From an optimization exercise on the open Yosys and OpenROAD flow, aimed at small area, a short achievable clock period and few clock cycles per item; shortcuts taken in it are not production practice.
No functional check of the RTL was part of this run.

--- design/flow/run.sh ---
#!/bin/bash
# synth_recipe.tcl (not shown) runs the flow's synth.tcl, then flattens the netlist and writes it again
# the make line also repeats each setting of config.mk as NAME=value (left out here)
make -C /OpenROAD-flow-scripts/flow DESIGN_CONFIG=/design/flow/config.mk WORK_HOME=/design/flow/orfs CLKGATE_MAP_FILE= SYNTH_SCRIPT=/design/flow/synth_recipe.tcl finish
--- design/flow/config.mk ---
export PLATFORM = sky130hd
export DESIGN_NAME = MCH
export DESIGN_NICKNAME = MCH
export VERILOG_FILES = /design/flow/design.v
export SDC_FILE = /design/flow/constraint.sdc
export NUM_CORES = 8
export LEC_CHECK = 0
export CAP_MARGIN = 20
export CORE_MARGIN = 2
export CORE_UTILIZATION = 25
export PLACE_DENSITY = 0.45
export SLEW_MARGIN = 20
--- design/flow/constraint.sdc ---
create_clock -name core_clock -period 13.0 [get_ports {clk}]
set_input_delay 2.6000 -clock core_clock [delete_from_list [all_inputs] [get_ports {clk}]]
set_output_delay 2.6000 -clock core_clock [all_outputs]
set_load 0.01 [all_outputs]
--- design/flow/design.v ---
module MCH (
    input               clk,
    input               reset,
    input       [ 7:0]  X,
    input       [ 7:0]  Y,
    output              Done,
    output      [16:0]  area
);
localparam N = 20;
localparam S_READ = 2'd0, S_WAIT = 2'd1, S_SCAN = 2'd2, S_DONE = 2'd3;
reg  [1:0] state;
reg  [4:0] icnt;
reg  [2:0] init;      
reg        ph;        
reg        done_r;
reg  [7:0] px, py;
reg        pv;
reg  [7:0] ex [0:N-1];
reg  [7:0] ey [0:N-1];
reg  [N-1:0] val, nNE, nNW, nSE, nSW;
reg  [N-1:0] onU, onD;
wire [N-1:0] lt_x, eq_x, lt_y, eq_y;
genvar g;
generate for (g = 0; g < N; g = g + 1) begin : cmp
    assign lt_x[g] = ex[g] < px;
    assign eq_x[g] = ex[g] == px;
    assign lt_y[g] = ey[g] < py;
    assign eq_y[g] = ey[g] == py;
end endgenerate
wire [N-1:0] le_x = lt_x | eq_x;
wire [N-1:0] le_y = lt_y | eq_y;
wire [N-1:0] eq_p = eq_x & eq_y;
wire dNE_p = |(val & ~lt_x & ~lt_y);
wire dNW_p = |(val &  le_x & ~lt_y);
wire dSE_p = |(val & ~lt_x &  le_y);
wire dSW_p = |(val &  le_x &  le_y);
wire dead_p = dNE_p & dNW_p & dSE_p & dSW_p;
wire [N-1:0] kNE = le_x &  le_y & ~eq_p;
wire [N-1:0] kNW = ~lt_x & le_y & ~eq_p;
wire [N-1:0] kSE = le_x & ~lt_y & ~eq_p;
wire [N-1:0] kSW = ~lt_x & ~lt_y & ~eq_p;
wire [N-1:0] upd = {N{pv}};
wire [N-1:0] fNE = nNE & ~(kNE & upd);
wire [N-1:0] fNW = nNW & ~(kNW & upd);
wire [N-1:0] fSE = nSE & ~(kSE & upd);
wire [N-1:0] fSW = nSW & ~(kSW & upd);
wire [N-1:0] kl = val & (lt_x | (eq_x & lt_y));
wire ins = pv & ~dead_p;
wire [N-1:0] lastv = val & ~{1'b0, val[N-1:1]};
wire [N-1:0] ends  = {{(N-1){1'b0}}, 1'b1} | lastv;
wire [N-1:0] relU  = val & (nNE | nNW | ends);
wire [N-1:0] relD  = val & (nSE | nSW | ends);
reg [7:0] tx [0:1], ty [0:1];  reg [4:0] tp [0:1];    
reg [7:0] sx [0:1], sy [0:1];  reg [4:0] sp [0:1];    
reg [7:0] hx [0:1], hy [0:1];  reg [4:0] hp [0:1];    
reg [7:0] qx [0:1], qy [0:1];  reg [4:0] qp [0:1];   reg qok [0:1];   
reg [7:0] nx [0:1], ny [0:1];  reg [4:0] np [0:1];   reg nok [0:1];   
reg [4:0] sz [0:1];
reg       first [0:1];
reg       rdn [0:1];    
reg       rdh [0:1];    
function [N-1:0] lowest;  input [N-1:0] m; integer k; begin
    lowest = 0;
    for (k = N-1; k >= 0; k = k - 1) if (m[k]) begin lowest = 0; lowest[k] = 1'b1; end
end endfunction
function [N-1:0] highest; input [N-1:0] m; integer k; begin
    highest = 0;
    for (k = 0; k < N; k = k + 1) if (m[k]) begin highest = 0; highest[k] = 1'b1; end
end endfunction
function [N-1:0] above; input [4:0] a; integer k; begin
    for (k = 0; k < N; k = k + 1) above[k] = (k > a);
end endfunction
function [N-1:0] below; input [4:0] a; integer k; begin
    for (k = 0; k < N; k = k + 1) below[k] = (k < a);
end endfunction
wire [N-1:0] selU, selD;
reg  [4:0] rposU, rposD;
reg  [7:0] rxU, ryU, rxD, ryD;
wire [4:0] nfromU = (init == 3'd1) ? 5'd0 : (init == 3'd2) ? qp[0] : np[0];
wire [4:0] nfromD = (init == 3'd1) ? 5'd0 : (init == 3'd2) ? qp[1] : np[1];
assign selU = rdh[0] ? highest(onU & below(sp[0])) : lowest(relU & above(nfromU));
assign selD = rdh[1] ? highest(onD & below(sp[1])) : lowest(relD & above(nfromD));
wire okU = |selU, okD = |selD;
integer r;
always @(*) begin
    rxU = 0; ryU = 0; rposU = 0; rxD = 0; ryD = 0; rposD = 0;
    for (r = 0; r < N; r = r + 1) begin
        rxU = rxU | (ex[r] & {8{selU[r]}});
        ryU = ryU | (ey[r] & {8{selU[r]}});
        rposU = rposU | (r[4:0] & {5{selU[r]}});
        rxD = rxD | (ex[r] & {8{selD[r]}});
        ryD = ryD | (ey[r] & {8{selD[r]}});
        rposD = rposD | (r[4:0] & {5{selD[r]}});
    end
end
wire       c1 = ~ph;
wire       scan = (state == S_SCAN) && (init != 3'd1);
wire       iss = scan && qok[c1];
wire [8:0] ax = {1'b0, tx[c1]} - {1'b0, sx[c1]};    
wire [8:0] ay = {1'b0, ty[c1]} - {1'b0, sy[c1]};
wire [8:0] bx = {1'b0, qx[c1]} - {1'b0, sx[c1]};    
wire [8:0] by = {1'b0, qy[c1]} - {1'b0, sy[c1]};
wire signed [17:0] m1 = $signed({1'b0, ax[7:0]}) * $signed(by);
wire signed [17:0] m2 = $signed(ay) * $signed({1'b0, bx[7:0]});
wire [7:0] tw = qx[c1] - tx[c1];
wire [8:0] th = {1'b0, qy[c1]} + {1'b0, ty[c1]};
wire [16:0] trap = tw * th;
reg  signed [17:0] r1, r2;
reg  [16:0] rtrap;
reg         s2v, s2c, s2first, s2force;
wire signed [17:0] tv = r1 - r2;
wire popU = s2v && !s2force && (s2c == 1'b0) && !tv[17];                  
wire popD = s2v && !s2force && (s2c == 1'b1) && (tv[17] || tv == 18'd0);  
wire pop  = popU | popD;
wire push = s2v && !pop;
reg  [16:0] acc;
wire [16:0] add = (s2first ? rtrap : 17'd0) + (pop ? tv[16:0] : 17'd0);
integer i, c;
always @(posedge clk or posedge reset) begin
    if (reset) begin
        state <= S_READ;
        icnt <= 5'd0;
        pv <= 1'b0;
        done_r <= 1'b0;
        init <= 3'd0;
        ph <= 1'b0;
        s2v <= 1'b0;
    end else begin
        done_r <= 1'b0;
        pv <= (state == S_READ);
        case (state)
            S_READ: begin
                icnt <= icnt + 5'd1;
                if (icnt == 5'd19) state <= S_WAIT;
            end
            S_WAIT: begin
                state <= S_SCAN;
                init <= 3'd1;
                ph <= 1'b0;
            end
            S_SCAN: begin
                ph <= ~ph;
                if (init == 3'd1) init <= 3'd2;
                else if (init == 3'd2) init <= 3'd3;
                else init <= 3'd0;
                if (init == 3'd0 && !s2v && !qok[0] && !qok[1]) begin
                    state <= S_DONE;
                    done_r <= 1'b1;
                end
            end
            S_DONE: begin
                state <= S_READ;
                icnt <= 5'd0;
            end
        endcase
        s2v <= iss;
    end
end
always @(posedge clk) begin
    px <= X;
    py <= Y;
    if (state == S_READ && icnt == 5'd0) begin
        val <= {N{1'b0}};
    end else if (ins) begin
        for (i = 0; i < N; i = i + 1) begin
            if (kl[i]) begin
                nNE[i] <= fNE[i]; nNW[i] <= fNW[i]; nSE[i] <= fSE[i]; nSW[i] <= fSW[i];
            end else if (i == 0 || kl[i-1]) begin
                ex[i] <= px; ey[i] <= py; val[i] <= 1'b1;
                nNE[i] <= ~dNE_p; nNW[i] <= ~dNW_p; nSE[i] <= ~dSE_p; nSW[i] <= ~dSW_p;
            end else begin
                ex[i] <= ex[i-1]; ey[i] <= ey[i-1]; val[i] <= val[i-1];
                nNE[i] <= fNE[i-1]; nNW[i] <= fNW[i-1]; nSE[i] <= fSE[i-1]; nSW[i] <= fSW[i-1];
            end
        end
    end else if (pv) begin
        nNE <= fNE; nNW <= fNW; nSE <= fSE; nSW <= fSW;
    end
    r1 <= m1; r2 <= m2; rtrap <= trap;
    s2c <= c1; s2first <= first[c1]; s2force <= (sz[c1] < 5'd2);
    if (state == S_WAIT) begin
        acc <= 17'd0;
    end else if (s2v) begin
        if (s2c == 1'b0) acc <= acc + add;
        else             acc <= acc - add;
    end
    for (c = 0; c < 2; c = c + 1) begin
        rdn[c] <= 1'b0;
        rdh[c] <= 1'b0;
    end
    if (state == S_WAIT) begin
        onU <= 0; onD <= 0;
    end
    if (state == S_SCAN && init == 3'd1) begin
        onU <= {{(N-1){1'b0}}, 1'b1};
        onD <= {{(N-1){1'b0}}, 1'b1};
        for (c = 0; c < 2; c = c + 1) begin
            tx[c] <= ex[0]; ty[c] <= ey[0]; tp[c] <= 5'd0; sz[c] <= 5'd1; first[c] <= 1'b1;
        end
        qx[0] <= rxU; qy[0] <= ryU; qp[0] <= rposU; qok[0] <= okU;
        qx[1] <= rxD; qy[1] <= ryD; qp[1] <= rposD; qok[1] <= okD;
    end
    if (state == S_SCAN && init == 3'd2) begin
        nx[0] <= rxU; ny[0] <= ryU; np[0] <= rposU; nok[0] <= okU;
        nx[1] <= rxD; ny[1] <= ryD; np[1] <= rposD; nok[1] <= okD;
    end
    if (state == S_SCAN && init == 3'd0) begin
        if (rdn[0]) begin nx[0] <= rxU; ny[0] <= ryU; np[0] <= rposU; nok[0] <= okU; end
        if (rdh[0]) begin hx[0] <= rxU; hy[0] <= ryU; hp[0] <= rposU; end
        if (rdn[1]) begin nx[1] <= rxD; ny[1] <= ryD; np[1] <= rposD; nok[1] <= okD; end
        if (rdh[1]) begin hx[1] <= rxD; hy[1] <= ryD; hp[1] <= rposD; end
    end
    if (s2v) begin
        if (push) begin
            if (s2c == 1'b0) onU[qp[0]] <= 1'b1; else onD[qp[1]] <= 1'b1;
            hx[s2c] <= sx[s2c]; hy[s2c] <= sy[s2c]; hp[s2c] <= sp[s2c];
            sx[s2c] <= tx[s2c]; sy[s2c] <= ty[s2c]; sp[s2c] <= tp[s2c];
            tx[s2c] <= qx[s2c]; ty[s2c] <= qy[s2c]; tp[s2c] <= qp[s2c];
            qx[s2c] <= nx[s2c]; qy[s2c] <= ny[s2c]; qp[s2c] <= np[s2c]; qok[s2c] <= nok[s2c];
            sz[s2c] <= sz[s2c] + 5'd1;
            first[s2c] <= 1'b1;
            rdn[s2c] <= 1'b1;
        end else begin
            if (s2c == 1'b0) onU[tp[0]] <= 1'b0; else onD[tp[1]] <= 1'b0;
            tx[s2c] <= sx[s2c]; ty[s2c] <= sy[s2c]; tp[s2c] <= sp[s2c];
            sx[s2c] <= hx[s2c]; sy[s2c] <= hy[s2c]; sp[s2c] <= hp[s2c];
            sz[s2c] <= sz[s2c] - 5'd1;
            first[s2c] <= 1'b0;
            rdh[s2c] <= 1'b1;
        end
    end
end
assign Done = done_r;
assign area = acc;
endmodule
==> run summary <==
Mean number of vias per cell -> 5.61
RSZ-0062 raised after global routing -> false
Vias in the first global route -> 53400
Via count -> 54900
Async S/R FF share, synth -> 0.0165
Crit path top cell by count -> a21o_1
# H-tree levels -> 3
DRT Pass-1 Iters -> 11
Global-route wire length before repair -> 412 mm
TritonCTS Sinks -> 788
Final worst path period share -> 0.701
GR Overflow Total -> 0
1st-iter DRT viols -> 6517
Final Max Tran Viols -> 0
Post-synthesis sequential area ratio -> 0.353
Share of layout cells above drive strength 1 -> 0.105
Clock buffer count from CTS -> 97
Antenna violations before repair -> 13
Worst Clk Skew -> 0.0755 ns
Setup_tns -> 0 ns
Die area -> 0.249 sq mm
CTS Root Cell -> clkbuf_16
Wire per inst -> 30.2 microns
CP Max Fanout -> 36
Cell Area, Synth -> 0.0613 sq mm
DP Wirelength -> 228 mm
Worst-skew pair later-pin latency -> 0.79 ns
WP data arrival -> 9.73 ns
GRT Total Usage -> 0.229
CP Class -> reg -> reg
Worst slew margin -> 0.113
Cts hold-fix bufs -> 0
Post-CTS sizing -> 0
WP data required -> 13.62 ns
Row Count -> 181
Worst path slowest cell -> o21ai_1
Clk slew on worst S/H paths -> 0.06 ns
Largest net degree at the start of global routing -> 77
GRT busiest layer -> met2
Clock tree from TritonCTS -> yes
Initial Utilization -> 0.252
Overall die width -> 499 microns
Synth Instances -> 6480
DRC viols -> 0
Final core occ -> 0.285
Area Overhead vs Synth -> 13.3%
GR Util met3 -> 0.0443
Met1 Usage GRT -> 0.286
Syn_nets -> 7219
Primary FF master, synth -> edfxtp_1
Max-cap violations -> 0
EDFF count, synth -> 576
Measured slew at the worst slew-check pin -> 1.32 ns
CP top delay family -> compound AO/OA/AOI/OAI gates
Warnings, synthesis -> 13
Crit-path max cell delay -> 0.88 ns
Setup bufs post-CTS -> 0
I/O Buffers -> 35
DRT Wirelength -> 295 mm
Tightest Hold Check Type -> reg -> reg
Num ports -> 36
Fmax -> 110 MHz
Mean Syn Cell Area -> 9.45 sq um
Yosys cell types -> 109
Final Net Count -> 7227
Die H -> 499 microns
CP Launch Type -> register
Endpoints failing setup -> 0
Status -> complete, no violations
CTS Buffer Depth -> 3
GR met2 Demand/Resource -> 0.360
RePlAce Congestion -> 1.05
Number of synthesized register bits -> 788
Final-report hold violation count -> 0
Crit end category -> register
WP buf/inv -> 2
Tmin final -> 9.11 ns
Antenna viol nets, final -> 0
CORE AREA -> 0.243 sq mm
-- tightest hold or removal path: stages (launching register included) --
cell and delay, ns:
dfxtp_1 0.31, nand2_1 0.05, o21ai_1 0.05
-- logic make-up (layout without fill, tap and decap cells) --
| kind of cell | after synthesis | count (layout) | share of synthesized area |
|---|---|---|---|
| simple gates | 1910 | 1910 | 0.149 |
| other cells | 0 | 6 | 0 |
| flops | 788 | 788 | 0.353 |
| fa+ha+maj | 721 | 721 | 0.166 |
| buf+inv | 756 | 848 | 0.0478 |
| compound gates | 1795 | 1795 | 0.200 |
| xor+xnor | 160 | 160 | 0.0233 |
| mux | 350 | 350 | 0.0615 |
-- stage by stage --
stage / std cells / instance area, sq um / setup WS [ns] / hold WS [ns]
after detailed placement: 9588 / 66100 / 3.82 / 0.439
after floorplan: 6480 / 61300 / 5.35 / 0.426
after CTS: 9771 / 69300 / 3.84 / 0.447
final: 9780 / 69400 / 3.89 / 0.448
after global placement: 9588 / 66100 / 3.87 / 0.434
after global routing: 9776 / 69400 / 3.25 / 0.465
-- final cells by class --
class / instances / area [sq um]
inverters: 445 / 1670
clock buffers: 128 / 2650
clock inverters: 55 / 577
well taps: 3202 / 4010
flip-flops and latches: 788 / 21600
repair buffers: 220 / 1780
fillers: 25600 / 174000
diodes: 6 / 15.0
multi-input cells: 4936 / 37100
-- sequential cells by signal (all words and copies together) (netlist names), 17 cells and up --
| name | count |
|---|---|
| nNE | 19 |
| val | 20 |
| rtrap | 17 |
| nSW | 19 |
| r2 | 18 |
| nSE | 19 |
| r1 | 18 |
| onD | 20 |
| acc | 17 |
| ex | 160 |
| nNW | 19 |
| ey | 160 |
| onU | 20 |
-- cells in the final DEF, fill, tap and decap left out, types with 95 or more instances in the layout --
| cell | instances |
|---|---|
| nand2_1 | 716 |
| inv_1 | 443 |
| o21ai_0 | 453 |
| mux2i_1 | 141 |
| a21oi_1 | 310 |
| dfxtp_1 | 196 |
| ha_1 | 564 |
| a22oi_1 | 165 |
| nand3_1 | 95 |
| fa_1 | 155 |
| nor2_1 | 403 |
| clkbuf_16 | 98 |
| edfxtp_1 | 576 |
| xnor2_1 | 107 |
| buf_4 | 182 |
| nand4_1 | 127 |
| mux2_2 | 208 |
-- metal layers --
metal  wire, microns  part of all wire  vias up
met5              77           0.00026        -
met4           22600             0.076       10
met3           23400             0.079      752
met2          130000              0.44     2777
met1          119000              0.40    27200
li1                -                 -    24100
-- worst paths after layout --
check                         start       end  slack (ns)  cells past startpoint
hold / removal             ny[0][7]  ny[0][7]        0.45                      2
setup reg to reg             r2[10]   acc[16]        3.89                     33
min in group asynchronous     reset        ph        2.34                      2
max in group asynchronous     reset       s2v       10.08                      2
hold reg to reg            ny[0][7]  ny[0][7]        0.45                      2
setup / recovery             r2[10]   acc[16]        3.89                     33
-- Yosys cell counts (51+ instances only) --
library cell    n  share of area
a21o_1         88          0.011
a21oi_1       317          0.026
a221oi_1       59         0.0084
a222oi_1       84          0.014
a22oi_1       165          0.020
and2_1         84         0.0086
and3_1         51         0.0052
clkbuf_1      246          0.015
dfxtp_1       199          0.065
edfxtp_1      576           0.28
fa_1          155          0.051
ha_1          566           0.12
inv_1         443          0.027
mux2_2        208          0.038
mux2i_1       141          0.023
nand2_1       721          0.044
nand2b_1       57         0.0058
nand3_1        95         0.0078
nand4_1       127          0.013
nor2_1        408          0.025
nor2b_1        87         0.0089
nor3_1         75         0.0061
o21a_1         83          0.010
o21ai_0       457          0.037
xnor2_1       109          0.016

-- re-timing with driven ports --
The results above use ideal ports. As a check the final layout listed here was re-extracted and re-timed, cells and wires unchanged.
Step 1: set_driving_cell puts a clkbuf_16 on clk and a buf_2 on each other input, an assumption about the parent block.
Step 2 times the ports against the registers' clock, not the clock port: input delays grow and output delays shrink by t, the midpoint of the rising clock arrivals with the driver on.
Slacks: no drivers / after step 1 / after step 2; pairs: no drivers / after step 1.
t (ns): 0.851
slack for setup (ns): 3.889 / 3.889 / 3.889
worst slew at a driven data input, ns: 0.06
After both steps this run still meets setup and hold. The setup slack of this run moves by 0.000 ns with the drivers and by 0.000 ns with both steps.
